Background: an optimization exercise with open tools, aiming at small area and a short achievable clock period. Do not read the settings as production practice.
No functional check of the RTL was part of any run shown here.
Power and IR drop assume default switching activity.

## design/flow/flow/run.sh

```bash
#!/bin/bash
# Standard ORFS layout, except that the port buffers are plain buffers
# (buf_2) instead of the delay cells buffer_ports picks by default.
set -euo pipefail
export BUFFER_PORTS_ARGS="-buffer_cell sky130_fd_sc_hd__buf_2"
bash standard.sh finish > flow_standard.log 2>&1
```

## design/flow/standard.sh

```bash
#!/bin/bash
# synth_recipe.tcl (not shown) runs the flow's synth.tcl, then flattens the netlist and writes it again
# the make line also repeats each setting of config.mk as NAME=value (left out here)
make -C /OpenROAD-flow-scripts/flow DESIGN_CONFIG=/design/flow/config.mk WORK_HOME=/design/flow/orfs CLKGATE_MAP_FILE= SYNTH_SCRIPT=/design/flow/synth_recipe.tcl "${@:-finish}"
```

## design/flow/config.mk

```make
export PLATFORM = sky130hd
export DESIGN_NAME = cordic
export DESIGN_NICKNAME = cordic
export VERILOG_FILES = /design/flow/design.v
export SDC_FILE = /design/flow/constraint.sdc
export NUM_CORES = 4
export LEC_CHECK = 0
export ABC_AREA = 1
export CAP_MARGIN = 20
export CORE_MARGIN = 2
export CORE_UTILIZATION = 60
export CTS_BUF_LIST = sky130_fd_sc_hd__clkbuf_4 sky130_fd_sc_hd__clkbuf_8
export SETUP_SLACK_MARGIN = 2.7
export SLEW_MARGIN = 20
```

## design/flow/constraint.sdc

```tcl
create_clock -name core_clock -period 5.0 [get_ports {clk}]
set_input_delay 1.0000 -clock core_clock [delete_from_list [all_inputs] [get_ports {clk}]]
set_output_delay 1.0000 -clock core_clock [all_outputs]
set_load 0.01 [all_outputs]
```

## design/flow/design.v

```verilog
module cordic (
    input wire signed [31:0] angle,
    input wire clk, reset,
    output wire signed [31:0] x, y
);
reg [2:0] vcnt;
always @(posedge clk)
    if (reset) vcnt <= 3'd0;
    else if (vcnt != 3'd7) vcnt <= vcnt + 3'd1;
wire [15:0] lo = angle[15:0];
wire [12:0] zo;
wire lo_lt16387 = (~lo[15] & ~lo[14]) | (~lo[15] & lo[14] & ~lo[13] & ~lo[12] & ~lo[11] & ~lo[10] & ~lo[9] & ~lo[8] & ~lo[7] & ~lo[6] & ~lo[5] & ~lo[4] & ~lo[3] & ~lo[2] & ~lo[1]) | (~lo[15] & lo[14] & ~lo[13] & ~lo[12] & ~lo[11] & ~lo[10] & ~lo[9] & ~lo[8] & ~lo[7] & ~lo[6] & ~lo[5] & ~lo[4] & ~lo[3] & ~lo[2] & lo[1] & ~lo[0]);
wire lo_lt32769 = (~lo[15]) | (lo[15] & ~lo[14] & ~lo[13] & ~lo[12] & ~lo[11] & ~lo[10] & ~lo[9] & ~lo[8] & ~lo[7] & ~lo[6] & ~lo[5] & ~lo[4] & ~lo[3] & ~lo[2] & ~lo[1] & ~lo[0]);
wire lo_lt49152 = (~lo[15]) | (lo[15] & ~lo[14]);
wire lo_lt17527 = (~lo[15] & ~lo[14]) | (~lo[15] & lo[14] & ~lo[13] & ~lo[12] & ~lo[11] & ~lo[10]) | (~lo[15] & lo[14] & ~lo[13] & ~lo[12] & ~lo[11] & lo[10] & ~lo[9] & ~lo[8] & ~lo[7] & ~lo[6]) | (~lo[15] & lo[14] & ~lo[13] & ~lo[12] & ~lo[11] & lo[10] & ~lo[9] & ~lo[8] & ~lo[7] & lo[6] & ~lo[5]) | (~lo[15] & lo[14] & ~lo[13] & ~lo[12] & ~lo[11] & lo[10] & ~lo[9] & ~lo[8] & ~lo[7] & lo[6] & lo[5] & ~lo[4]) | (~lo[15] & lo[14] & ~lo[13] & ~lo[12] & ~lo[11] & lo[10] & ~lo[9] & ~lo[8] & ~lo[7] & lo[6] & lo[5] & lo[4] & ~lo[3] & ~lo[2]) | (~lo[15] & lo[14] & ~lo[13] & ~lo[12] & ~lo[11] & lo[10] & ~lo[9] & ~lo[8] & ~lo[7] & lo[6] & lo[5] & lo[4] & ~lo[3] & lo[2] & ~lo[1]) | (~lo[15] & lo[14] & ~lo[13] & ~lo[12] & ~lo[11] & lo[10] & ~lo[9] & ~lo[8] & ~lo[7] & lo[6] & lo[5] & lo[4] & ~lo[3] & lo[2] & lo[1] & ~lo[0]);
wire lo_lt8192 = (~lo[15] & ~lo[14] & ~lo[13]);
wire lo_lt24577 = (~lo[15] & ~lo[14]) | (~lo[15] & lo[14] & ~lo[13]) | (~lo[15] & lo[14] & lo[13] & ~lo[12] & ~lo[11] & ~lo[10] & ~lo[9] & ~lo[8] & ~lo[7] & ~lo[6] & ~lo[5] & ~lo[4] & ~lo[3] & ~lo[2] & ~lo[1] & ~lo[0]);
wire lo_lt40960 = (~lo[15]) | (lo[15] & ~lo[14] & ~lo[13]);
wire lo_lt57344 = (~lo[15]) | (lo[15] & ~lo[14]) | (lo[15] & lo[14] & ~lo[13]);
wire lo_lt3362 = (~lo[15] & ~lo[14] & ~lo[13] & ~lo[12] & ~lo[11]) | (~lo[15] & ~lo[14] & ~lo[13] & ~lo[12] & lo[11] & ~lo[10]) | (~lo[15] & ~lo[14] & ~lo[13] & ~lo[12] & lo[11] & lo[10] & ~lo[9] & ~lo[8]) | (~lo[15] & ~lo[14] & ~lo[13] & ~lo[12] & lo[11] & lo[10] & ~lo[9] & lo[8] & ~lo[7] & ~lo[6] & ~lo[5]) | (~lo[15] & ~lo[14] & ~lo[13] & ~lo[12] & lo[11] & lo[10] & ~lo[9] & lo[8] & ~lo[7] & ~lo[6] & lo[5] & ~lo[4] & ~lo[3] & ~lo[2] & ~lo[1]);
wire lo_lt29407 = (~lo[15] & ~lo[14]) | (~lo[15] & lo[14] & ~lo[13]) | (~lo[15] & lo[14] & lo[13] & ~lo[12]) | (~lo[15] & lo[14] & lo[13] & lo[12] & ~lo[11] & ~lo[10] & ~lo[9]) | (~lo[15] & lo[14] & lo[13] & lo[12] & ~lo[11] & ~lo[10] & lo[9] & ~lo[8] & ~lo[7]) | (~lo[15] & lo[14] & lo[13] & lo[12] & ~lo[11] & ~lo[10] & lo[9] & ~lo[8] & lo[7] & ~lo[6]) | (~lo[15] & lo[14] & lo[13] & lo[12] & ~lo[11] & ~lo[10] & lo[9] & ~lo[8] & lo[7] & lo[6] & ~lo[5] & ~lo[4]) | (~lo[15] & lo[14] & lo[13] & lo[12] & ~lo[11] & ~lo[10] & lo[9] & ~lo[8] & lo[7] & lo[6] & ~lo[5] & lo[4] & ~lo[3]) | (~lo[15] & lo[14] & lo[13] & lo[12] & ~lo[11] & ~lo[10] & lo[9] & ~lo[8] & lo[7] & lo[6] & ~lo[5] & lo[4] & lo[3] & ~lo[2]) | (~lo[15] & lo[14] & lo[13] & lo[12] & ~lo[11] & ~lo[10] & lo[9] & ~lo[8] & lo[7] & lo[6] & ~lo[5] & lo[4] & lo[3] & lo[2] & ~lo[1]) | (~lo[15] & lo[14] & lo[13] & lo[12] & ~lo[11] & ~lo[10] & lo[9] & ~lo[8] & lo[7] & lo[6] & ~lo[5] & lo[4] & lo[3] & lo[2] & lo[1] & ~lo[0]);
wire lo_lt36130 = (~lo[15]) | (lo[15] & ~lo[14] & ~lo[13] & ~lo[12] & ~lo[11]) | (lo[15] & ~lo[14] & ~lo[13] & ~lo[12] & lo[11] & ~lo[10]) | (lo[15] & ~lo[14] & ~lo[13] & ~lo[12] & lo[11] & lo[10] & ~lo[9] & ~lo[8]) | (lo[15] & ~lo[14] & ~lo[13] & ~lo[12] & lo[11] & lo[10] & ~lo[9] & lo[8] & ~lo[7] & ~lo[6] & ~lo[5]) | (lo[15] & ~lo[14] & ~lo[13] & ~lo[12] & lo[11] & lo[10] & ~lo[9] & lo[8] & ~lo[7] & ~lo[6] & lo[5] & ~lo[4] & ~lo[3] & ~lo[2] & ~lo[1]);
wire lo_lt62174 = (~lo[15]) | (lo[15] & ~lo[14]) | (lo[15] & lo[14] & ~lo[13]) | (lo[15] & lo[14] & lo[13] & ~lo[12]) | (lo[15] & lo[14] & lo[13] & lo[12] & ~lo[11] & ~lo[10] & ~lo[9]) | (lo[15] & lo[14] & lo[13] & lo[12] & ~lo[11] & ~lo[10] & lo[9] & ~lo[8] & ~lo[7]) | (lo[15] & lo[14] & lo[13] & lo[12] & ~lo[11] & ~lo[10] & lo[9] & ~lo[8] & lo[7] & ~lo[6]) | (lo[15] & lo[14] & lo[13] & lo[12] & ~lo[11] & ~lo[10] & lo[9] & ~lo[8] & lo[7] & lo[6] & ~lo[5] & ~lo[4]) | (lo[15] & lo[14] & lo[13] & lo[12] & ~lo[11] & ~lo[10] & lo[9] & ~lo[8] & lo[7] & lo[6] & ~lo[5] & lo[4] & ~lo[3]) | (lo[15] & lo[14] & lo[13] & lo[12] & ~lo[11] & ~lo[10] & lo[9] & ~lo[8] & lo[7] & lo[6] & ~lo[5] & lo[4] & lo[3] & ~lo[2]) | (lo[15] & lo[14] & lo[13] & lo[12] & ~lo[11] & ~lo[10] & lo[9] & ~lo[8] & lo[7] & lo[6] & ~lo[5] & lo[4] & lo[3] & lo[2] & ~lo[1]);
wire lo_lt13022 = (~lo[15] & ~lo[14] & ~lo[13]) | (~lo[15] & ~lo[14] & lo[13] & ~lo[12]) | (~lo[15] & ~lo[14] & lo[13] & lo[12] & ~lo[11] & ~lo[10] & ~lo[9]) | (~lo[15] & ~lo[14] & lo[13] & lo[12] & ~lo[11] & ~lo[10] & lo[9] & ~lo[8] & ~lo[7]) | (~lo[15] & ~lo[14] & lo[13] & lo[12] & ~lo[11] & ~lo[10] & lo[9] & ~lo[8] & lo[7] & ~lo[6]) | (~lo[15] & ~lo[14] & lo[13] & lo[12] & ~lo[11] & ~lo[10] & lo[9] & ~lo[8] & lo[7] & lo[6] & ~lo[5] & ~lo[4]) | (~lo[15] & ~lo[14] & lo[13] & lo[12] & ~lo[11] & ~lo[10] & lo[9] & ~lo[8] & lo[7] & lo[6] & ~lo[5] & lo[4] & ~lo[3]) | (~lo[15] & ~lo[14] & lo[13] & lo[12] & ~lo[11] & ~lo[10] & lo[9] & ~lo[8] & lo[7] & lo[6] & ~lo[5] & lo[4] & lo[3] & ~lo[2]) | (~lo[15] & ~lo[14] & lo[13] & lo[12] & ~lo[11] & ~lo[10] & lo[9] & ~lo[8] & lo[7] & lo[6] & ~lo[5] & lo[4] & lo[3] & lo[2] & ~lo[1]);
wire lo_lt19747 = (~lo[15] & ~lo[14]) | (~lo[15] & lo[14] & ~lo[13] & ~lo[12] & ~lo[11]) | (~lo[15] & lo[14] & ~lo[13] & ~lo[12] & lo[11] & ~lo[10]) | (~lo[15] & lo[14] & ~lo[13] & ~lo[12] & lo[11] & lo[10] & ~lo[9] & ~lo[8]) | (~lo[15] & lo[14] & ~lo[13] & ~lo[12] & lo[11] & lo[10] & ~lo[9] & lo[8] & ~lo[7] & ~lo[6] & ~lo[5]) | (~lo[15] & lo[14] & ~lo[13] & ~lo[12] & lo[11] & lo[10] & ~lo[9] & lo[8] & ~lo[7] & ~lo[6] & lo[5] & ~lo[4] & ~lo[3] & ~lo[2] & ~lo[1]) | (~lo[15] & lo[14] & ~lo[13] & ~lo[12] & lo[11] & lo[10] & ~lo[9] & lo[8] & ~lo[7] & ~lo[6] & lo[5] & ~lo[4] & ~lo[3] & ~lo[2] & lo[1] & ~lo[0]);
wire lo_lt45790 = (~lo[15]) | (lo[15] & ~lo[14] & ~lo[13]) | (lo[15] & ~lo[14] & lo[13] & ~lo[12]) | (lo[15] & ~lo[14] & lo[13] & lo[12] & ~lo[11] & ~lo[10] & ~lo[9]) | (lo[15] & ~lo[14] & lo[13] & lo[12] & ~lo[11] & ~lo[10] & lo[9] & ~lo[8] & ~lo[7]) | (lo[15] & ~lo[14] & lo[13] & lo[12] & ~lo[11] & ~lo[10] & lo[9] & ~lo[8] & lo[7] & ~lo[6]) | (lo[15] & ~lo[14] & lo[13] & lo[12] & ~lo[11] & ~lo[10] & lo[9] & ~lo[8] & lo[7] & lo[6] & ~lo[5] & ~lo[4]) | (lo[15] & ~lo[14] & lo[13] & lo[12] & ~lo[11] & ~lo[10] & lo[9] & ~lo[8] & lo[7] & lo[6] & ~lo[5] & lo[4] & ~lo[3]) | (lo[15] & ~lo[14] & lo[13] & lo[12] & ~lo[11] & ~lo[10] & lo[9] & ~lo[8] & lo[7] & lo[6] & ~lo[5] & lo[4] & lo[3] & ~lo[2]) | (lo[15] & ~lo[14] & lo[13] & lo[12] & ~lo[11] & ~lo[10] & lo[9] & ~lo[8] & lo[7] & lo[6] & ~lo[5] & lo[4] & lo[3] & lo[2] & ~lo[1]);
wire lo_lt52514 = (~lo[15]) | (lo[15] & ~lo[14]) | (lo[15] & lo[14] & ~lo[13] & ~lo[12] & ~lo[11]) | (lo[15] & lo[14] & ~lo[13] & ~lo[12] & lo[11] & ~lo[10]) | (lo[15] & lo[14] & ~lo[13] & ~lo[12] & lo[11] & lo[10] & ~lo[9] & ~lo[8]) | (lo[15] & lo[14] & ~lo[13] & ~lo[12] & lo[11] & lo[10] & ~lo[9] & lo[8] & ~lo[7] & ~lo[6] & ~lo[5]) | (lo[15] & lo[14] & ~lo[13] & ~lo[12] & lo[11] & lo[10] & ~lo[9] & lo[8] & ~lo[7] & ~lo[6] & lo[5] & ~lo[4] & ~lo[3] & ~lo[2] & ~lo[1]);
wire t_m1298 = (~zo[12] & ~zo[11]) | (~zo[12] & zo[11] & ~zo[10] & ~zo[9]) | (~zo[12] & zo[11] & ~zo[10] & zo[9] & ~zo[8] & ~zo[7]) | (~zo[12] & zo[11] & ~zo[10] & zo[9] & ~zo[8] & zo[7] & ~zo[6]) | (~zo[12] & zo[11] & ~zo[10] & zo[9] & ~zo[8] & zo[7] & zo[6] & ~zo[5]) | (~zo[12] & zo[11] & ~zo[10] & zo[9] & ~zo[8] & zo[7] & zo[6] & zo[5] & ~zo[4] & ~zo[3]) | (~zo[12] & zo[11] & ~zo[10] & zo[9] & ~zo[8] & zo[7] & zo[6] & zo[5] & ~zo[4] & zo[3] & ~zo[2]) | (~zo[12] & zo[11] & ~zo[10] & zo[9] & ~zo[8] & zo[7] & zo[6] & zo[5] & ~zo[4] & zo[3] & zo[2] & ~zo[1]);
wire t_p1298 = (~zo[12]) | (zo[12] & ~zo[11] & ~zo[10]) | (zo[12] & ~zo[11] & zo[10] & ~zo[9] & ~zo[8]) | (zo[12] & ~zo[11] & zo[10] & ~zo[9] & zo[8] & ~zo[7] & ~zo[6] & ~zo[5] & ~zo[4]) | (zo[12] & ~zo[11] & zo[10] & ~zo[9] & zo[8] & ~zo[7] & ~zo[6] & ~zo[5] & zo[4] & ~zo[3] & ~zo[2] & ~zo[1]);
wire t_m1949 = (~zo[12] & ~zo[11]) | (~zo[12] & zo[11] & ~zo[10] & ~zo[9] & ~zo[8] & ~zo[7] & ~zo[6]) | (~zo[12] & zo[11] & ~zo[10] & ~zo[9] & ~zo[8] & ~zo[7] & zo[6] & ~zo[5]) | (~zo[12] & zo[11] & ~zo[10] & ~zo[9] & ~zo[8] & ~zo[7] & zo[6] & zo[5] & ~zo[4] & ~zo[3] & ~zo[2] & ~zo[1]) | (~zo[12] & zo[11] & ~zo[10] & ~zo[9] & ~zo[8] & ~zo[7] & zo[6] & zo[5] & ~zo[4] & ~zo[3] & ~zo[2] & zo[1] & ~zo[0]);
wire t_m647 = (~zo[12] & ~zo[11]) | (~zo[12] & zo[11] & ~zo[10]) | (~zo[12] & zo[11] & zo[10] & ~zo[9] & ~zo[8]) | (~zo[12] & zo[11] & zo[10] & ~zo[9] & zo[8] & ~zo[7] & ~zo[6]) | (~zo[12] & zo[11] & zo[10] & ~zo[9] & zo[8] & ~zo[7] & zo[6] & ~zo[5]) | (~zo[12] & zo[11] & zo[10] & ~zo[9] & zo[8] & ~zo[7] & zo[6] & zo[5] & ~zo[4]) | (~zo[12] & zo[11] & zo[10] & ~zo[9] & zo[8] & ~zo[7] & zo[6] & zo[5] & zo[4] & ~zo[3]) | (~zo[12] & zo[11] & zo[10] & ~zo[9] & zo[8] & ~zo[7] & zo[6] & zo[5] & zo[4] & zo[3] & ~zo[2] & ~zo[1] & ~zo[0]);
wire t_p647 = (~zo[12]) | (zo[12] & ~zo[11] & ~zo[10] & ~zo[9]) | (zo[12] & ~zo[11] & ~zo[10] & zo[9] & ~zo[8] & ~zo[7]) | (zo[12] & ~zo[11] & ~zo[10] & zo[9] & ~zo[8] & zo[7] & ~zo[6] & ~zo[5] & ~zo[4] & ~zo[3] & ~zo[2]) | (zo[12] & ~zo[11] & ~zo[10] & zo[9] & ~zo[8] & zo[7] & ~zo[6] & ~zo[5] & ~zo[4] & ~zo[3] & zo[2] & ~zo[1]) | (zo[12] & ~zo[11] & ~zo[10] & zo[9] & ~zo[8] & zo[7] & ~zo[6] & ~zo[5] & ~zo[4] & ~zo[3] & zo[2] & zo[1] & ~zo[0]);
wire t_p1949 = (~zo[12]) | (zo[12] & ~zo[11] & ~zo[10]) | (zo[12] & ~zo[11] & zo[10] & ~zo[9]) | (zo[12] & ~zo[11] & zo[10] & zo[9] & ~zo[8]) | (zo[12] & ~zo[11] & zo[10] & zo[9] & zo[8] & ~zo[7]) | (zo[12] & ~zo[11] & zo[10] & zo[9] & zo[8] & zo[7] & ~zo[6] & ~zo[5] & ~zo[4]) | (zo[12] & ~zo[11] & zo[10] & zo[9] & zo[8] & zo[7] & ~zo[6] & ~zo[5] & zo[4] & ~zo[3]) | (zo[12] & ~zo[11] & zo[10] & zo[9] & zo[8] & zo[7] & ~zo[6] & ~zo[5] & zo[4] & zo[3] & ~zo[2]) | (zo[12] & ~zo[11] & zo[10] & zo[9] & zo[8] & zo[7] & ~zo[6] & ~zo[5] & zo[4] & zo[3] & zo[2] & ~zo[1] & ~zo[0]);
wire s   = angle[31];
wire h0  = angle[16];
wire zr  = (angle[30:17] == 14'd0);
wire in_r = ~s & zr & ~h0;
wire h1   = ~s & zr & h0;
wire sneg = (~s & ~zr) | (s & zr & ~h0) | (h1 & ~lo_lt17527);
wire spos = s & ~(zr & ~h0);
wire qa = lo_lt16387;
wire qb = ~lo_lt16387 & lo_lt32769;
wire qc = ~lo_lt32769 & lo_lt49152;
wire qd = ~lo_lt49152;
wire selA = ~in_r | qa;
wire d1 = (selA & lo_lt8192) | (in_r & qb & ~lo_lt24577) | (in_r & qc & lo_lt40960) | (in_r & qd & ~lo_lt57344);
wire d2y = (selA & lo_lt3362) | (in_r & qb & ~lo_lt29407) | (in_r & qc & lo_lt36130) | (in_r & qd & ~lo_lt62174);
wire d2n = (selA & lo_lt13022) | (in_r & qb & ~lo_lt19747) | (in_r & qc & lo_lt45790) | (in_r & qd & ~lo_lt52514);
wire d2 = d1 ? d2y : d2n;
wire qb_s = qb & ~lo[15];                    
wire neg = in_r & (qb_s | qd);
wire [2:0] cls = sneg ? 3'b110 : spos ? 3'b111 : h1 ? 3'b101 :
                 (qa ? 3'b000 : qb_s ? 3'b001 : qc ? 3'b010 : qd ? 3'b011 : 3'b100);
reg [14:0] lop_1;
reg [1:0] d_1;
reg [2:0] cls_1;
always @(posedge clk) begin
    lop_1 <= lo[14:0] ^ {15{neg}};
    d_1   <= {d2, d1};
    cls_1 <= cls;
end
wire cin = (cls_1 == 3'b001);
wire [12:0] k3 = d_1[0] ? (d_1[1] ? 13'd7386 : 13'd2274) : (d_1[1] ? 13'd5918 : 13'd806);
reg [12:0] z3_2;
reg [1:0] d_2;
reg [2:0] cls_2;
always @(posedge clk) begin
    z3_2  <= lop_1[12:0] + {12'd0, cin} + k3;
    d_2   <= d_1;
    cls_2 <= cls_1;
end
assign zo = {~z3_2[12], z3_2[11:0]};       
wire d3 = z3_2[12];
wire d4 = d3 ? t_m1298 : t_p1298;
wire d5 = d3 ? (d4 ? t_m1949 : t_m647) : (d4 ? t_p647 : t_p1949);
wire sat = cls_2[2] & cls_2[1];
wire f   = cls_2[2] & (cls_2[1] ^ cls_2[0]);
wire [1:0] q = cls_2[2] ? {cls_2[1] | cls_2[0], 1'b1} : cls_2[1:0];
reg [7:0] code_3, code_4, code_5, code_6, code_7;
always @(posedge clk) begin
    code_3 <= {q, {d5 ^ d4, d4 ^ d3, d3 ^ d_2[1], d_2[1] ^ d_2[0], d_2[0]} & {5{~sat}}, f};
    code_4 <= code_3;
    code_5 <= code_4;
    code_6 <= code_5;
    code_7 <= code_6;
end
wire [9:0] x6, y6, nzx, nzy, x6f;
cordic_tab tab (.h(code_7[5:1]), .xo(x6), .nx(nzx), .x1(x6f), .yo(y6), .ny(nzy));
wire negx = code_7[6] ^ code_7[7];
wire negy = code_7[7] ^ code_7[0];           
wire [9:0] tx = code_7[0] ? x6f : x6 ^ (nzx & {10{negx}});
wire [9:0] ty = y6 ^ (nzy & {10{negy}});
reg [9:0] xr, yr;
always @(posedge clk) begin
    if (reset || vcnt != 3'd7) begin
        xr <= 10'd0;
        yr <= 10'd0;
    end else begin
        xr <= tx;
        yr <= ty;
    end
end
assign x = {{22{xr[9]}}, xr};
assign y = {{22{yr[9]}}, yr};
endmodule
module cordic_tab(h, xo, nx, x1, yo, ny);
  input [4:0] h;
  wire [4:0] h;
  output [9:0] xo;
  wire [9:0] xo;
  output [9:0] nx;
  wire [9:0] nx;
  output [9:0] x1;
  wire [9:0] x1;
  output [9:0] yo;
  wire [9:0] yo;
  output [9:0] ny;
  wire [9:0] ny;
  wire _000_;
  wire _001_;
  wire _002_;
  wire _003_;
  wire _004_;
  wire _005_;
  wire _006_;
  wire _007_;
  wire _008_;
  wire _009_;
  wire _010_;
  wire _011_;
  wire _012_;
  wire _013_;
  wire _014_;
  wire _015_;
  wire _016_;
  wire _017_;
  wire _018_;
  wire _019_;
  wire _020_;
  wire _021_;
  wire _022_;
  wire _023_;
  wire _024_;
  wire _025_;
  wire _026_;
  wire _027_;
  wire _028_;
  wire _029_;
  wire _030_;
  wire _031_;
  wire _032_;
  wire _033_;
  wire _034_;
  wire _035_;
  wire _036_;
  wire _037_;
  wire _038_;
  wire _039_;
  wire _040_;
  wire _041_;
  wire _042_;
  wire _043_;
  wire _044_;
  wire _045_;
  wire _046_;
  wire _047_;
  wire _048_;
  wire _049_;
  wire _050_;
  wire _051_;
  wire _052_;
  wire _053_;
  wire _054_;
  wire _055_;
  wire _056_;
  wire _057_;
  wire _058_;
  wire _059_;
  wire _060_;
  wire _061_;
  wire _062_;
  wire _063_;
  wire _064_;
  wire _065_;
  wire _066_;
  wire _067_;
  wire _068_;
  wire _069_;
  wire _070_;
  wire _071_;
  wire _072_;
  wire _073_;
  wire _074_;
  wire _075_;
  wire _076_;
  wire _077_;
  wire _078_;
  wire _079_;
  wire _080_;
  wire _081_;
  wire _082_;
  wire _083_;
  wire _084_;
  wire _085_;
  wire _086_;
  wire _087_;
  wire _088_;
  wire _089_;
  wire _090_;
  wire _091_;
  wire _092_;
  wire _093_;
  wire _094_;
  wire _095_;
  wire _096_;
  wire _097_;
  wire _098_;
  wire _099_;
  wire _100_;
  wire _101_;
  wire _102_;
  wire _103_;
  wire _104_;
  wire _105_;
  wire _106_;
  wire _107_;
  wire _108_;
  assign _057_ = ~h[0];
  assign _058_ = ~(h[1] | h[2]);
  assign _059_ = ~(_058_ & _057_);
  assign _060_ = h[4] | h[3];
  assign _061_ = _060_ | _059_;
  assign _062_ = h[4] & h[3];
  assign _063_ = ~h[2];
  assign _064_ = h[1] ^ h[0];
  assign _065_ = _064_ | _063_;
  assign _066_ = _062_ & ~(_065_);
  assign ny[4] = _061_ & ~(_066_);
  assign _067_ = h[1] & ~(h[0]);
  assign _068_ = h[2] & ~(_067_);
  assign _069_ = ~(h[4] & h[3]);
  assign _070_ = _068_ & ~(_069_);
  assign ny[3] = _061_ & ~(_070_);
  assign _071_ = ~h[3];
  assign _072_ = h[1] | h[0];
  assign _073_ = _071_ & ~(_072_);
  assign _074_ = h[4] & h[2];
  assign _075_ = _073_ & ~(_074_);
  assign ny[2] = ~(_075_ | _070_);
  assign _076_ = h[0] & ~(h[1]);
  assign _077_ = h[3] & ~(h[4]);
  assign _078_ = _077_ | h[2];
  assign yo[9] = _076_ & ~(_078_);
  assign _079_ = _063_ & ~(_077_);
  assign yo[8] = _079_ | _057_;
  assign _080_ = ~h[4];
  assign _081_ = ~(h[1] ^ h[0]);
  assign _082_ = ~h[1];
  assign _083_ = h[1] | ~(h[0]);
  assign _084_ = _063_ ? _082_ : _083_;
  assign _085_ = h[3] ? _081_ : _084_;
  assign _086_ = _063_ ? _082_ : _081_;
  assign _087_ = h[3] ? _086_ : _084_;
  assign yo[7] = _080_ ? _085_ : _087_;
  assign _088_ = h[1] & h[2];
  assign _089_ = _064_ | _088_;
  assign _090_ = _071_ ? _076_ : _089_;
  assign _091_ = h[3] ? h[1] : _076_;
  assign yo[6] = h[4] ? _090_ : _091_;
  assign _092_ = h[0] | ~(h[2]);
  assign _093_ = _058_ | ~(_092_);
  assign _094_ = ~(h[0] ^ h[2]);
  assign _095_ = h[3] ? _093_ : _094_;
  assign _096_ = ~(h[1] & h[0]);
  assign _097_ = h[2] ? _096_ : _081_;
  assign _098_ = _076_ ^ _063_;
  assign _099_ = h[3] ? _097_ : _098_;
  assign yo[5] = h[4] ? _095_ : _099_;
  assign _100_ = ~(h[1] | h[0]);
  assign _101_ = _100_ ^ _063_;
  assign _102_ = _063_ ? _076_ : _067_;
  assign _103_ = _071_ ? _101_ : _102_;
  assign _104_ = h[1] & h[0];
  assign _105_ = h[2] ? _104_ : _064_;
  assign _106_ = _071_ ? _068_ : _105_;
  assign yo[4] = h[4] ? _103_ : _106_;
  assign _107_ = _063_ ? h[1] : _064_;
  assign _108_ = _092_ & ~(_081_);
  assign _000_ = _081_ ^ _063_;
  assign _001_ = h[3] ? _108_ : _000_;
  assign yo[3] = _080_ ? _107_ : _001_;
  assign _002_ = _063_ ? _057_ : _067_;
  assign _003_ = _071_ ? _063_ : _002_;
  assign _004_ = h[2] ? h[0] : _081_;
  assign _005_ = _063_ ? _076_ : _100_;
  assign _006_ = h[3] ? _004_ : _005_;
  assign yo[2] = h[4] ? _003_ : _006_;
  assign _007_ = h[0] ^ h[2];
  assign _008_ = h[2] ? _067_ : _081_;
  assign _009_ = _071_ ? _007_ : _008_;
  assign _010_ = _067_ | h[3];
  assign yo[1] = h[4] ? _009_ : _010_;
  assign _011_ = _083_ | h[2];
  assign _012_ = h[0] ? h[3] : _082_;
  assign ny[1] = ~(_012_ & _011_);
  assign _013_ = _057_ ? _058_ : _088_;
  assign _014_ = _071_ ? _098_ : _013_;
  assign _015_ = h[2] & ~(h[1]);
  assign _016_ = _071_ ? _015_ : _008_;
  assign x1[4] = h[4] ? _014_ : _016_;
  assign _017_ = ~(h[1] & h[2]);
  assign _018_ = _017_ & ~(_064_);
  assign _019_ = _081_ ^ h[2];
  assign _020_ = h[3] ? _018_ : _019_;
  assign _021_ = _063_ ? h[1] : _083_;
  assign x1[3] = h[4] ? _020_ : _021_;
  assign _022_ = _088_ ^ h[3];
  assign _023_ = _063_ ? h[0] : _104_;
  assign _024_ = _071_ ? _063_ : _023_;
  assign x1[2] = _080_ ? _022_ : _024_;
  assign _025_ = h[0] & ~(_017_);
  assign _026_ = _071_ & ~(_025_);
  assign _027_ = _071_ ? _094_ : _105_;
  assign x1[1] = _080_ ? _026_ : _027_;
  assign _028_ = _063_ ? _057_ : _083_;
  assign _029_ = h[2] ? _104_ : _081_;
  assign x1[0] = _071_ ? _028_ : _029_;
  assign _030_ = _069_ | _082_;
  assign nx[6] = _030_ | _092_;
  assign _031_ = _011_ | h[3];
  assign _032_ = _081_ | _063_;
  assign _033_ = _032_ | _071_;
  assign nx[4] = _080_ ? _031_ : _033_;
  assign _034_ = _060_ & ~(_062_);
  assign _035_ = _104_ | _063_;
  assign _036_ = _071_ ? _011_ : _035_;
  assign nx[3] = _036_ | _034_;
  assign _037_ = _083_ | h[3];
  assign nx[2] = _080_ ? _037_ : _036_;
  assign x1[9] = _100_ & ~(_078_);
  assign x1[8] = _079_ | h[0];
  assign _038_ = _063_ ? _082_ : _072_;
  assign _039_ = h[3] ? _064_ : _038_;
  assign _040_ = _063_ ? _082_ : _064_;
  assign _041_ = h[3] ? _040_ : _038_;
  assign x1[7] = _080_ ? _039_ : _041_;
  assign _042_ = _062_ & ~(_108_);
  assign _043_ = _077_ & ~(_082_);
  assign _044_ = _043_ | _073_;
  assign x1[6] = _044_ | _042_;
  assign _045_ = h[0] | ~(h[1]);
  assign _046_ = h[2] ? _045_ : _064_;
  assign _047_ = _071_ ? _101_ : _046_;
  assign _048_ = h[2] ? h[0] : _082_;
  assign _049_ = _071_ ? _007_ : _048_;
  assign x1[5] = _080_ ? _047_ : _049_;
  assign _050_ = h[2] & ~(_104_);
  assign _051_ = _071_ ? _050_ : _008_;
  assign xo[4] = h[4] ? _014_ : _051_;
  assign _052_ = _063_ ? h[1] : _081_;
  assign xo[3] = h[4] ? _020_ : _052_;
  assign _053_ = h[2] ? _057_ : _064_;
  assign _054_ = h[2] ? _076_ : _100_;
  assign _055_ = h[3] ? _053_ : _054_;
  assign xo[2] = h[4] ? _024_ : _055_;
  assign _056_ = _104_ | h[3];
  assign xo[1] = h[4] ? _027_ : _056_;
  assign nx[1] = _071_ ? _083_ : _029_;
  assign ny[6] = ~(_025_ & _062_);
  assign { ny[9:7], ny[5], ny[0] } = { 3'h7, ny[4], 1'h0 };
  assign yo[0] = ny[1];
  assign { nx[9:7], nx[5], nx[0] } = { 3'h7, nx[4], 1'h0 };
  assign { xo[9:5], xo[0] } = { x1[9:5], nx[1] };
endmodule
```

==> run notes, run 1 <==
Worst slew pin tran = 0.659 ns
CP Data Arrival Time = 2.46 ns
Async S/R FF share, synth = 0
Slew headroom = 0.560
Setup TNS = 0 ns
Mean post-synth cell area = 7.75 um^2
DRT Pass-1 Iters = 5
Worst EP required = 5.29 ns
Synth-to-Final Area Change = 7.67%
Max-cap violations = 0
Layout cell share with drive strength beyond 1 = 0.216
Most frequent cells in the layout = nand2_1, buf_2, dfxtp_1
Vias post-DR = 4473
Fin area = 5710 um^2
Cell Pwr Density = 274 nW/um^2
Register bit total from synthesis = 99
RSZ-0062 raised after global routing = yes
Cells after DPL = 834
H-tree Lvls = 3
Gate count of the mapped netlist = 684
Max clock buf depth = 2
Min-delay src = code_6[5]
FMAX = 461 MHz
DRC = 0
First-pass GRT wire length = 18600 um
Crit-path max FO = 10
Die W = 98.0 um
GRT Total Usage = 0.236
Post-synth top area share = 0.374
Hold crit path type = register to register
Post-synth EDFFs = 0
Reg-to-reg critical path endpoint = xr[3]
TritonCTS buffer count = 9
Hold Crit Depth = 0
Vias per cell = 5.27
Worst R2R Start = code_7[1]
CP endpoint kind = register
Commonest non-fill, non-tap cell in the layout = nand2_1
Seq/Total Area, Yosys = 0.374
Vias in the first global route = 4234
Antenna Nets Post-Route = 0
Ports = 98
Sink Count = 99
Primary FF master, synth = dfxtp_1
Synth area leader = dfxtp_1
Post-route non-filler standard cell count = 849
Net Count, Synth = 744
Crit path launch type = register
Pin count of the biggest net entering global routing = 24
Endpoints failing setup = 0
Worst-path clk slew = 0.10 ns
P_leak = 2.88 nW
RePlAce Congestion = 0.931
Total number of yosys warnings = 1
Root buffer cell = clkbuf_8
Skew final = 0.0149 ns
Dpl cell area = 5500 um^2
# rows = 34
IR drop worst, VDD = 0.000183 V
Cts hold-fix bufs = 0
Antenna diode count = 0
Cell variety after synth = 42
Worst-Skew Late Latency = 0.36 ns
1st-iter DRT viols = 152
Fin crit period = 2.17 ns
Wirelength per Cell = 13.2 um
Critical path class = register to register
Final hold vios = 0
Hpwl dp = 8650 um
Port Buffers = 97
Hold Path Sink = code_7[5]
Reg2reg path depth = 8
NumNets Final = 797
Top cells by area, synth = dfxtp_1, nand2_1, buf_4
Status = finished clean
Max Slew Vio Count = 0
Global route overflow = 0
Antenna violations before repair = 0
Cell area after synthesis = 5300 um^2
Starting Density = 0.614
Final WL = 11200 um
DIE HEIGHT = 98.0 um
Die area = 9600 um^2
Core ar. = 8640 um^2
CTS tree = yes
Minimum hold slack = 0.312 ns
Period utilisation layout = 0.434
Internal reg-to-reg setup slack = 2.83 ns
## worst max-delay path, stage by stage, from the launching register on
cell	delay, ns
dfxtp_2	0.41
clkinv_2	0.16
ha_1	0.39
ha_1	0.28
or2_2	0.29
a21oi_1	0.18
o21bai_1	0.15
a21oi_1	0.09
a21oi_1	0.15
## metrics by stage
stage	utilization	setup slack, ns	power [mW]
global route	0.661	2.68	1.64
floorplan	-	2.86	1.02
finish	0.661	2.83	1.56
global placement	0.637	2.64	1.06
detailed placement	0.637	2.58	1.07
CTS	0.660	2.72	1.58
## timing repair
action | in CTS | in global routing
endpoints found under the setup margin | 3 | 58
gates resized for setup | 1 | 6
buffers inserted | 0 | 0
## logic make-up (layout without fill, tap and decap cells)
logic type,count (synthesis),after routing,synth area share
and+or+nand+nor,271,271,0.231
buffers and inverters,136,193,0.138
adders and majority gates,26,26,0.0614
DFF,99,99,0.374
xor gates and xnor gates,33,33,0.0687
AOI/OAI and AO/OA,119,119,0.127
## synth_stat cells, types with 15 or more instances
cell / instances
nand2_1: 130
dfxtp_1: 99
inv_1: 74
nor2_1: 61
a21oi_1: 49
buf_4: 46
o21ai_0: 38
nand3_1: 35
ha_1: 26
xor2_1: 15
## cell type report
| type | count | area, um^2 |
|---|---|---|
| fillers | 725 | 2930 |
| multi-input cells | 449 | 2590 |
| flip-flops and latches | 99 | 1990 |
| repair buffers | 98 | 493 |
| inverters | 80 | 304 |
| clock buffers | 11 | 145 |
| well taps | 108 | 135 |
| clock inverters | 4 | 51.3 |
## worst max-delay path by stage
| stage | startpoint | end | cells past startpoint |
|---|---|---|---|
| 2_1_floorplan | code_7[1] | xr[3] | 8 |
| 3_3_place_gp | code_7[1] | xr[3] | 8 |
| 3_5_place_dp | reset | yr[7] | 4 |
| 4_1_cts | xr[9] | x[29] | 1 |
| 5_1_grt | code_7[1] | xr[3] | 8 |
| 6_report | code_7[1] | xr[3] | 8 |
## power breakdown
part	leakage [nW]	switching, mW	internal [mW]	total [mW]
Sequential	0.815	0.0297	0.823	0.853
Combinational	1.97	0.125	0.0809	0.206
Clock	0.0988	0.258	0.248	0.506
## routing by layer
metal	part of all wire	GRT usage
met5	0	0
met4	0.020	0.106
met3	0.060	0.0494
met2	0.51	0.427
met1	0.41	0.266
## registers in the layout, summed over array words and instances, names as in the netlist, 8 cells and up
name / flops
lop_1: 13
code_6: 8
yr: 10
xr: 10
code_7: 8
code_4: 8
z3_2: 13
code_3: 8
code_5: 8
==> run 2: changes to the inputs <==
==> design/flow/flow/run.sh (replaced) <==
#!/bin/bash
# Standard ORFS layout, except that the port buffers are plain buffers
# (buf_1) instead of the delay cells buffer_ports picks by default.
set -euo pipefail
export BUFFER_PORTS_ARGS="-buffer_cell sky130_fd_sc_hd__buf_1"
bash standard.sh finish > flow_standard.log 2>&1
--- a/design/flow/config.mk
+++ b/design/flow/config.mk
@@ -12,3 +12,3 @@
 export CTS_BUF_LIST = sky130_fd_sc_hd__clkbuf_4 sky130_fd_sc_hd__clkbuf_8
-export SETUP_SLACK_MARGIN = 2.7
+export SETUP_SLACK_MARGIN = 2.85
 export SLEW_MARGIN = 20
==> run notes, run 2 <==
DRC = 0 (unchanged)
Synth-to-Final Area Change = 6.52%
Port Buffers = 97 (unchanged)
Reg2reg path depth = 8 (unchanged)
Internal power = 1.10 mW (-4.6%)
Synth cell count leaders = nand2_1, dfxtp_1, inv_1, nor2_1, a21oi_1
CP cell instances = clkinvlp_4 > ha_4 > ha_1 > or2_2 > a21oi_2 > o21bai_1 > a21oi_1 > a21oi_1
P_leak = 2.53 nW (-12%)
RSZ-0062 raised after global routing = yes
Power consumption = 1.53 mW (-2.4%)
Net Count, Synth = 744 (unchanged)
First-pass GRT wire length = 18900 um (+1.8%)
Clock share of power = 0.310 (-0.013)
Critical path class = register to register
Ports = 98 (unchanged)
Most frequent cells in the layout = nand2_1, buf_1, dfxtp_1
Share of power burned in registers = 0.557 (+0.012)
Commonest non-fill, non-tap cell in the layout = nand2_1
Worst EP required = 5.28 ns (about the same)
Max Slew Vio Count = 0 (unchanged)
# rows = 34 (unchanged)
Setup TNS = 0 ns (unchanged)
Wirelength per Cell = 13.2 um (+0.17%)
Synth area leader = dfxtp_1
Status = finished clean
Max-cap violations = 0 (unchanged)
Worst-path clk slew = 0.10 ns (about the same)
1st-iter DRT viols = 206 (+36%)
Seq/Total Area, Yosys = 0.374 (unchanged)
Psw = 426 uW (+3.5%)
Hold crit path type = register to register
Global route overflow = 0 (unchanged)
Cell Pwr Density = 270 nW/um^2 (-1.4%)
Skew final = 0.0194 ns (+0.00446 ns)
DRT Pass-1 Iters = 5 (unchanged)
Total number of yosys warnings = 1 (unchanged)
Vias post-DR = 4516 (+0.96%)
Slowest CP cell = dfxtp_4
Die W = 98.0 um (unchanged)
IR drop worst, VDD = 0.000179 V (-1.9%)
CTS tree = yes
Antenna Nets Post-Route = 0 (unchanged)
Vias in the first global route = 4265 (+0.73%)
Antenna diode count = 0 (unchanged)
Post-synth EDFFs = 0 (unchanged)
Most frequent CP cell = a21oi_1
Footprint of the multi-input gates = 2630 um^2 (+1.5%)
CP endpoint kind = register
H-tree Lvls = 3 (unchanged)
Endpoints failing setup = 0 (unchanged)
Register bit total from synthesis = 99 (unchanged)
Final WL = 11200 um (+0.53%)
Gate count of the mapped netlist = 684 (unchanged)
RePlAce Congestion = 0.948 (+1.9%)
Root buffer cell = clkbuf_8
Post-synth top area share = 0.374 (unchanged)
Crit path largest cell delay = 0.43 ns (+0.02 ns)
Cell variety after synth = 42 (unchanged)
Die area = 9600 um^2 (unchanged)
Sink Count = 99 (unchanged)
Hpwl dp = 8790 um (+1.6%)
Async S/R FF share, synth = 0 (unchanged)
Worst-Skew Late Latency = 0.35 ns (about the same)
Worst slew pin tran = 0.643 ns (-0.0158 ns)
Sequential cell area = 2000 um^2 (+0.44%)
GRT Total Usage = 0.237 (+0.000967)
Vias per cell = 5.30 (+0.61%)
Fin crit period = 2.08 ns (-0.0858 ns)
TritonCTS buffer count = 9 (unchanged)
Crit path launch type = register
Most frequent cell after synthesis = nand2_1
CP Data Arrival Time = 2.36 ns (-0.10 ns)
Final hold vios = 0 (unchanged)
Cts hold-fix bufs = 0 (unchanged)
Period utilisation layout = 0.417 (-0.0172)
Sw Ratio = 0.279 (+0.0161)
Cell area after synthesis = 5300 um^2 (unchanged)
Layout cell share with drive strength beyond 1 = 0.103 (-0.112)
Antenna violations before repair = 0 (unchanged)
Crit-path max FO = 8 (-2)
Primary FF master, synth = dfxtp_1
Mean post-synth cell area = 7.75 um^2 (unchanged)
Fill cells = 782 (+7.9%)
Hold Crit Depth = 0 (unchanged)
Starting Density = 0.614 (unchanged)
Slew headroom = 0.571 (+0.0105)
DIE HEIGHT = 98.0 um (unchanged)
Pin count of the biggest net entering global routing = 24 (unchanged)
FMAX = 480 MHz (+4.1%)
NumNets Final = 799 (+0.25%)
Max clock buf depth = 2 (unchanged)
Core ar. = 8640 um^2 (unchanged)
Top Registers = lop_1: 13 flops, z3_2: 13 flops
Top cells by area, synth = dfxtp_1, nand2_1, buf_4
Combinational power share = 0.133 (+0.002)
[run 2: cell counts after synthesis]
Identical to the previous run, type by type.
[run 2: layer usage]
metal | vias to the layer above | wire length, um | GRT usage | part of all wire
li1 | 2281 | - | - | -
met3 | 24 | 605 | 0.0501 | 0.054
met5 | - | 0 | 0 | 0
met2 | 161 | 5820 | 0.439 | 0.52
met4 | 0 | 258 | 0.0726 | 0.023
met1 | 2050 | 4540 | 0.272 | 0.40
[run 2: cell type report]
cell class                      instances  area share
Sequential cell                        99       0.354
Tap cell                              108      0.0239
Timing Repair Buffer                  100      0.0691
Inverter                               80      0.0547
Clock buffer                           10      0.0244
Multi-Input combinational cell        449       0.466
Clock inverter                          6     0.00820
[run 2: repair_timing]
item                       CTS  global route
setup endpoints to repair   64            57
gates resized for setup      9            15
buffers inserted             0             3
pin swaps                    0             1
[run 2: per-stage QoR]
| stage | area (um^2) | hold slack [ns] | instances | utilization | setup WS (ns) |
|---|---|---|---|---|---|
| after global placement | 5370 | 0.309 | 833 | 0.622 | 2.54 |
| final | 5650 | 0.315 | 852 | 0.654 | 2.92 |
| after detailed placement | 5370 | 0.313 | 833 | 0.622 | 2.52 |
| after CTS | 5570 | 0.315 | 849 | 0.645 | 2.83 |
| after global routing | 5650 | 0.327 | 852 | 0.654 | 2.84 |
| after floorplan | 5300 | 0.310 | 684 | - | 2.86 |
[run 2: critical path, delay by kind of cell, from the launching register on]
kind	cells	cell delay (ns)
fa+ha+maj	2	0.56
compound gates	4	0.56
flops	1	0.43
simple gates	1	0.30
buf+inv	1	0.17
[run 2: worst paths after layout]
path              from        end  slack, ns
max          code_7[2]      xr[3]       2.92
min          code_6[2]  code_7[2]       0.32
max reg2reg  code_7[2]      xr[3]       2.92
min reg2reg  code_6[2]  code_7[2]       0.32
[run 2: cell families after synthesis]
group                      Yosys count  share of synthesized area
and+or+nand+nor                    271                      0.231
buffers and inverters              136                      0.138
adders and majority gates           26                     0.0614
DFF                                 99                      0.374
AOI/OAI and AO/OA                  119                      0.127
xor gates and xnor gates            33                     0.0687
[run 2: power by group through the flow]
stage          Sequential (mW)  Clock (mW)  Combinational, mW
3_5_place_dp             0.870           0              0.200
4_1_cts                  0.851       0.485              0.201
2_1_floorplan            0.862           0              0.155
6_report                 0.850       0.473              0.203
5_1_grt                  0.854       0.517              0.235
3_3_place_gp             0.868           0              0.193

## what the ideal ports hide
How much do the figures lean on ideal ports? The routed layouts below were timed once more, with nothing changed but the port constraints. Step 1 sets driving cells, clkbuf_16 on the clock port and buf_2 on the other inputs (assumed; they add their load-dependent delay and slew). Step 2, shift: input delay + t, output delay - t, t = (earliest + latest rising clock arrival at the registers) / 2. This alone moves slack from input paths to output paths. a / b / c = no drivers / after step 1 / after step 2; a / b = the first two.
| run | t, ns | setup WS [ns] | hold WS [ns] |
|---|---|---|---|
| run 1 | 0.384 | 2.830 / 2.830 / 2.682 | 0.312 / 0.312 / 0.312 |
| run 2 | 0.375 | 2.916 / 2.916 / 2.637 | 0.315 / 0.315 / 0.315 |
After both steps every run listed still meets setup and hold. For run 2, which loses most, drivers alone change the setup slack by 0.000 ns; drivers and shift together by -0.279 ns.
